What follows belongs to an exercise in optimizing a design on an open flow for small area and a short achievable clock period; a production flow would make more cautious choices. At most, simulation tests tie the RTL to the original design; equivalence was not proved.

==> inputs of garnet <==
Design non_blocking_cache, start of the top module:
module non_blocking_cache #(
    parameter DATA_WIDTH  = 32,
    parameter ADDR_WIDTH  = 16,
    parameter NUM_BLOCKS  = 64,
    parameter NUM_OPS     = 32,
    parameter NUM_MISSES  = 32,
    parameter BLOCK_DEPTH = 64   
) (
    input  logic clk,
    input  logic reset,
    input  logic read_enable,
    input  logic [ADDR_WIDTH-1:0] read_address,
    input  logic [$clog2(NUM_OPS)-1:0] read_op,
    output logic [DATA_WIDTH-1:0]      data_out,
    output logic [$clog2(NUM_OPS)-1:0] op_out,
    output logic                       stall,  
    output logic                       hit,
    output logic                       miss,
    input  logic [DATA_WIDTH-1:0]            mm_ret_data,
    input  logic [$clog2(NUM_OPS)-1:0]       mm_ret_op,
    input  logic                             mm_ret_valid,
    output logic [ADDR_WIDTH-1:0]            mm_req,
    output logic [$clog2(NUM_OPS)-1:0]       mm_req_op,
    output logic                             mm_req_valid
);
Settings: LEC_CHECK=0, CAP_MARGIN=20, CORE_MARGIN=2, CORE_UTILIZATION=40, SETUP_SLACK_MARGIN=5, SLEW_MARGIN=20; clock period 10.0 ns.
run.sh (not shown) runs the stock make flow with config.mk's settings and CLKGATE_MAP_FILE= SYNTH_SCRIPT=/design/flow/synth_recipe.tcl, a recipe that flattens the netlist after the stock synthesis.
==> willow: changes against garnet <==
--- a/flow/design.v
+++ b/flow/design.v
@@ -2,17 +2,18 @@
     parameter DATA_WIDTH  = 32,
     parameter ADDR_WIDTH  = 16,
     parameter NUM_BLOCKS  = 64,
     parameter NUM_OPS     = 32
 ) (
     input  logic clk,
     input  logic reset,
     input  logic read_enable,
-    input  logic write_enable,
+    input  logic write_enable,       
+    input  logic write_fresh,        
     input  logic received_request,
     input  logic [$clog2(NUM_OPS)-1:0] w_op,
     input  logic [$clog2(NUM_OPS)-1:0] r_op,
     input  logic [ADDR_WIDTH-1:0] w_address,
     input  logic [ADDR_WIDTH-1:0] r_address,
     input  logic [DATA_WIDTH-1:0] write_data,
     input  logic mshr_stall_next,    
     output logic [$clog2(NUM_OPS)-1:0]                    req_op,
@@ -42,35 +43,52 @@
     logic [OB-1:0] op_q;
     logic rrr, sent_request, read_stall, stall_on_write;
     assign req_op    = op_q;
     assign req_tag   = tag_q;
     assign req_index = index_q;
     logic [NUM_BLOCKS-1:0] rsel;
     always_comb
         for (int i = 0; i < NUM_BLOCKS; i++) rsel[i] = (r_index == i);
-    logic [LW-1:0] rline;
-    logic          rvalid;
+    logic [OB+DATA_WIDTH-1:0] rline;
     always_comb begin
-        rline  = '0;
-        rvalid = 1'b0;
-        for (int i = 0; i < NUM_BLOCKS; i++) begin
-            rline  = rline  | (line[i] & {LW{rsel[i]}});
-            rvalid = rvalid | (valid[i] & rsel[i]);
-        end
+        rline = '0;
+        for (int i = 0; i < NUM_BLOCKS; i++)
+            rline = rline | (line[i][OB+DATA_WIDTH-1:0] & {(OB+DATA_WIDTH){rsel[i]}});
     end
-    logic [TB-1:0]         rd_tag;
     logic [OB-1:0]         rd_op;
     logic [DATA_WIDTH-1:0] rd_data;
-    assign {rd_tag, rd_op, rd_data} = rline;
-    wire is_hit  = rvalid && (rd_tag == r_tag);
+    assign {rd_op, rd_data} = rline;
+    localparam NL = 8;
+    localparam NG = NUM_BLOCKS / NL;
+    localparam LB = $clog2(NL);
+    logic [NL-1:0] lo_sel;
+    logic [NG-1:0] hi_sel;
+    always_comb begin
+        for (int j = 0; j < NL; j++) lo_sel[j] = (r_index[LB-1:0] == j);
+        for (int g = 0; g < NG; g++) hi_sel[g] = (r_index[IB-1:LB] == g);
+    end
+    logic [NG-1:0][TB-1:0] gtag;
+    logic [NG-1:0]         gvalid, ghit;
+    always_comb begin
+        for (int g = 0; g < NG; g++) begin
+            gtag[g]   = '0;
+            gvalid[g] = 1'b0;
+            for (int j = 0; j < NL; j++) begin
+                gtag[g]   = gtag[g]   | (line[g*NL+j][LW-1:LW-TB] & {TB{lo_sel[j]}});
+                gvalid[g] = gvalid[g] | (valid[g*NL+j] & lo_sel[j]);
+            end
+            ghit[g] = gvalid[g] && (gtag[g] == r_tag);
+        end
+    end
+    wire is_hit  = |(ghit & hi_sel);
     wire rrr_upd = rrr || received_request;
     always_ff @(posedge clk) begin
         for (int i = 0; i < NUM_BLOCKS; i++)
-            if (write_enable && w_index == i)
+            if (write_fresh && w_index == i)
                 line[i] <= {w_tag, w_op, write_data};
     end
     logic hit_n, miss_n, vr_n, rs_n, sow_n;
     always_comb begin
         hit_n  = 1'b0;
         miss_n = 1'b0;
         vr_n   = 1'b0;
         rs_n   = read_stall;
@@ -108,21 +126,21 @@
             miss           <= miss_n;
             valid_request  <= vr_n;
             read_stall     <= rs_n;
             stall_on_write <= sow_n;
             stall          <= rs_n || sow_n || (mshr_stall_next && vr_n);
             rrr            <= rrr_upd && !vr_n;
             if (vr_n)                  sent_request <= 1'b1;
             else if (received_request) sent_request <= 1'b0;
-            if (write_enable) begin
+            if (write_fresh) begin
                 valid[w_index] <= 1'b1;
                 data_out       <= write_data;
                 op_out         <= w_op;
-            end else if (hit_n) begin
+            end else if (!write_enable && hit_n) begin
                 data_out       <= rd_data;
                 op_out         <= rd_op;
             end
         end
     end
     always_ff @(posedge clk)
         if (!write_enable && read_enable && !read_stall) begin
             tag_q   <= r_tag;
@@ -137,16 +155,17 @@
     input  logic [TAG_WIDTH-1:0]             requested_tag,
     input  logic [INDEX_WIDTH-1:0]           requested_index,
     input  logic [$clog2(NUM_OPS)-1:0]       requested_operation,
     input  logic [DATA_WIDTH-1:0]            mm_ret_data,
     input  logic [$clog2(NUM_OPS)-1:0]       mm_ret_operation,
     input  logic                             mm_ret_valid,
     output logic                             received_request,
     output logic                             miss_returned,
+    output logic                             miss_fresh,
     output logic                             stall_next,
     output logic [DATA_WIDTH-1:0]            miss_data,
     output logic [TAG_WIDTH-1:0]             miss_tag,
     output logic [INDEX_WIDTH-1:0]           miss_index,
     output logic [$clog2(NUM_OPS)-1:0]       miss_operation,
     output logic [TAG_WIDTH+INDEX_WIDTH-1:0] mm_req,
     output logic [$clog2(NUM_OPS)-1:0]       mm_req_operation,
     output logic                             mm_req_valid
@@ -154,92 +173,113 @@
     localparam OB = $clog2(NUM_OPS);
     localparam NB = $clog2(NUM_MISSES);
     localparam AW = TAG_WIDTH + INDEX_WIDTH;
     logic [NUM_MISSES-1:0]          valid_r;
     logic [NUM_MISSES-1:0][AW-1:0]  addr_r;    
     logic [NUM_MISSES-1:0][OB-1:0]  op_r;
     logic [NB-1:0] avail_index, ret_index;
     logic          stall_on_next, clear_row, update_index;
-    wire full = &valid_r;
     logic [NUM_MISSES-1:0] match;
     always_comb
         for (int i = 0; i < NUM_MISSES; i++)
             match[i] = valid_r[i] ? (op_r[i] == mm_ret_operation) : (mm_ret_operation == '0);
+    logic [NUM_MISSES:0]   above;    
     logic [NUM_MISSES-1:0] hi_sel;
     logic                  any_match;
-    always_comb begin
-        logic above;
-        above = 1'b0;
-        for (int i = NUM_MISSES-1; i >= 0; i--) begin
-            hi_sel[i] = match[i] && !above;
-            above     = above || match[i];
+    assign above[NUM_MISSES] = 1'b0;
+    generate
+        for (genvar i = 0; i < NUM_MISSES; i++) begin : g_hi
+            assign above[i]  = above[i+1] | match[i];
+            assign hi_sel[i] = match[i] & ~above[i+1];
         end
-        any_match = above;
-    end
+    endgenerate
+    assign any_match = above[0];
     logic [NB-1:0] hi_index;
-    logic [AW-1:0] hi_addr;
     always_comb begin
         hi_index = '0;
-        hi_addr  = '0;
-        for (int i = 0; i < NUM_MISSES; i++) begin
+        for (int i = 0; i < NUM_MISSES; i++)
             hi_index = hi_index | (NB'(i) & {NB{hi_sel[i]}});
-            hi_addr  = hi_addr  | (addr_r[i] & {AW{hi_sel[i] && valid_r[i]}});
-        end
     end
+    logic          ret_valid;
+    wire           hi_valid = |(hi_sel & valid_r);
+    logic [AW-1:0] ret_addr;
+    always_comb begin
+        ret_addr = '0;
+        for (int i = 0; i < NUM_MISSES; i++)
+            ret_addr = ret_addr | (addr_r[i] & {AW{ret_valid && ret_index == i}});
+    end
+    assign {miss_tag, miss_index} = ret_addr;
+    logic [NUM_MISSES:0]   below_valid;
+    logic [NUM_MISSES-1:0] free_sel;
+    assign below_valid[0] = 1'b1;
+    generate
+        for (genvar i = 0; i < NUM_MISSES; i++) begin : g_free
+            assign below_valid[i+1] = below_valid[i] & valid_r[i];
+            assign free_sel[i]      = below_valid[i] & ~valid_r[i];
+        end
+    endgenerate
+    wire full = below_valid[NUM_MISSES];
     logic [NB-1:0] low_free;
     always_comb begin
         low_free = '0;
-        for (int i = NUM_MISSES-1; i >= 0; i--)
-            if (!valid_r[i]) low_free = NB'(i);
+        for (int i = 0; i < NUM_MISSES; i++)
+            low_free = low_free | (NB'(i) & {NB{free_sel[i]}});
     end
+    wire                   use_free = update_index && !full;
+    logic [NUM_MISSES-1:0] wr_sel;
+    always_comb
+        for (int i = 0; i < NUM_MISSES; i++)
+            wr_sel[i] = use_free ? free_sel[i] : (avail_index == i);
     wire           ret_hit  = mm_ret_valid && any_match;
     wire           stall_n  = (full && (update_index || !clear_row)) || (stall_on_next && !clear_row);
-    wire [NB-1:0]  wr_index = (update_index && !full) ? low_free : avail_index;
     wire           accept   = valid_request && !stall_n && !mm_ret_valid;
     assign stall_next = stall_n;
+    assign miss_fresh = clear_row;
     always_ff @(posedge clk) begin
         if (rst) begin
             valid_r          <= '0;
             avail_index      <= '0;
             update_index     <= 1'b0;
             clear_row        <= 1'b0;
             stall_on_next    <= 1'b0;
             miss_returned    <= 1'b0;
             mm_req_valid     <= 1'b0;
             mm_req           <= '0;
             mm_req_operation <= '0;
             received_request <= 1'b0;
         end else begin
-            if (clear_row) valid_r[ret_index] <= 1'b0;
-            if (accept)    valid_r[wr_index]  <= 1'b1;
+            for (int i = 0; i < NUM_MISSES; i++) begin
+                if (clear_row && ret_index == i) valid_r[i] <= 1'b0;
+                if (accept && wr_sel[i])         valid_r[i] <= 1'b1;    
+            end
             clear_row     <= ret_hit;
             stall_on_next <= stall_n;
             if (!mm_ret_valid)  miss_returned <= 1'b0;
             else if (any_match) miss_returned <= 1'b1;
-            if (update_index && !full) avail_index <= low_free;
+            if (use_free)              avail_index <= low_free;
             else if (ret_hit)          avail_index <= hi_index;
             update_index     <= accept;
             received_request <= accept;
             mm_req_valid     <= accept;
             if (accept) begin
                 mm_req           <= {requested_tag, requested_index};
                 mm_req_operation <= requested_operation;
             end
         end
     end
     always_ff @(posedge clk) begin
         if (ret_hit) begin
-            ret_index      <= hi_index;
-            miss_data      <= mm_ret_data;
-            miss_operation <= mm_ret_operation;
-            {miss_tag, miss_index} <= hi_addr;
+            ret_index <= hi_index;
+            ret_valid <= hi_valid;
         end
+        miss_data      <= mm_ret_data;
+        miss_operation <= mm_ret_operation;
         for (int i = 0; i < NUM_MISSES; i++)
-            if (accept && wr_index == i) begin
+            if (accept && wr_sel[i]) begin
                 addr_r[i] <= {requested_tag, requested_index};
                 op_r[i]   <= requested_operation;
             end
     end
 endmodule
 module non_blocking_cache #(
     parameter DATA_WIDTH  = 32,
     parameter ADDR_WIDTH  = 16,
@@ -263,28 +303,29 @@
     input  logic                             mm_ret_valid,
     output logic [ADDR_WIDTH-1:0]            mm_req,
     output logic [$clog2(NUM_OPS)-1:0]       mm_req_op,
     output logic                             mm_req_valid
 );
     localparam IB = $clog2(NUM_BLOCKS);
     localparam TB = ADDR_WIDTH - IB;
     localparam OB = $clog2(NUM_OPS);
-    logic            write_enable, received_request, valid_request, stall_next;
+    logic            write_enable, write_fresh, received_request, valid_request, stall_next;
     logic [OB-1:0]   write_op, req_op;
     logic [DATA_WIDTH-1:0] write_data;
     logic [TB-1:0]   req_tag, miss_tag;
     logic [IB-1:0]   req_index, miss_index;
     cache #(.DATA_WIDTH(DATA_WIDTH), .ADDR_WIDTH(ADDR_WIDTH),
             .NUM_BLOCKS(NUM_BLOCKS), .NUM_OPS(NUM_OPS))
     DM_CACHE (
         .clk             (clk),
         .reset           (reset),
         .read_enable     (read_enable),
         .write_enable    (write_enable),
+        .write_fresh     (write_fresh),
         .received_request(received_request),
         .w_op            (write_op),
         .r_op            (read_op),
         .w_address       ({miss_tag, miss_index}),
         .r_address       (read_address),
         .write_data      (write_data),
         .mshr_stall_next (stall_next),
         .req_op          (req_op),
@@ -306,16 +347,17 @@
         .requested_tag      (req_tag),
         .requested_index    (req_index),
         .requested_operation(req_op),
         .mm_ret_data        (mm_ret_data),
         .mm_ret_operation   (mm_ret_op),
         .mm_ret_valid       (mm_ret_valid),
         .received_request   (received_request),
         .miss_returned      (write_enable),
+        .miss_fresh         (write_fresh),
         .stall_next         (stall_next),
         .miss_data          (write_data),
         .miss_tag           (miss_tag),
         .miss_index         (miss_index),
         .miss_operation     (write_op),
         .mm_req             (mm_req),
         .mm_req_operation   (mm_req_op),
         .mm_req_valid       (mm_req_valid)
==> summary of the runs <==
- Clock skew: willow is higher than garnet (73 ps).
- Between garnet and willow, the lower critical path depth is in willow (gap 2).
- Between garnet and willow, the lower register-to-register slack is in willow (gap 320 ps).
- Core utilization is about the same in willow and garnet.
For garnet, only the layout was checked, not whether the RTL still works.

static timing again, ports no longer ideal:
How much do the figures lean on ideal ports? The routed layouts below were timed once more, with nothing changed but the port constraints.
Step 1, drivers: a clkbuf_16 drives clk and a buf_2 each remaining input, both assumed.
Step 2 also shifts input and output timing later by t, the mid clock arrival at the registers, as if the neighbouring blocks saw the same clock.
a / b / c = ideal / step 1 / step 2; a / b = the first two.
run | t, ns | setup WS [ns] | worst setup path at the end | worst register clock-pin slew, ns
garnet | 1.075 | 4.910 / 4.862 / 3.787 | input to register | 0.07 / 0.07
willow | 1.059 | 4.751 / 4.770 / 3.711 | input to register | 0.07 / 0.07
After both steps every run listed still meets setup and hold. The setup slack of garnet, which loses most, moves by -0.048 ns with the drivers and by -1.123 ns with both steps.
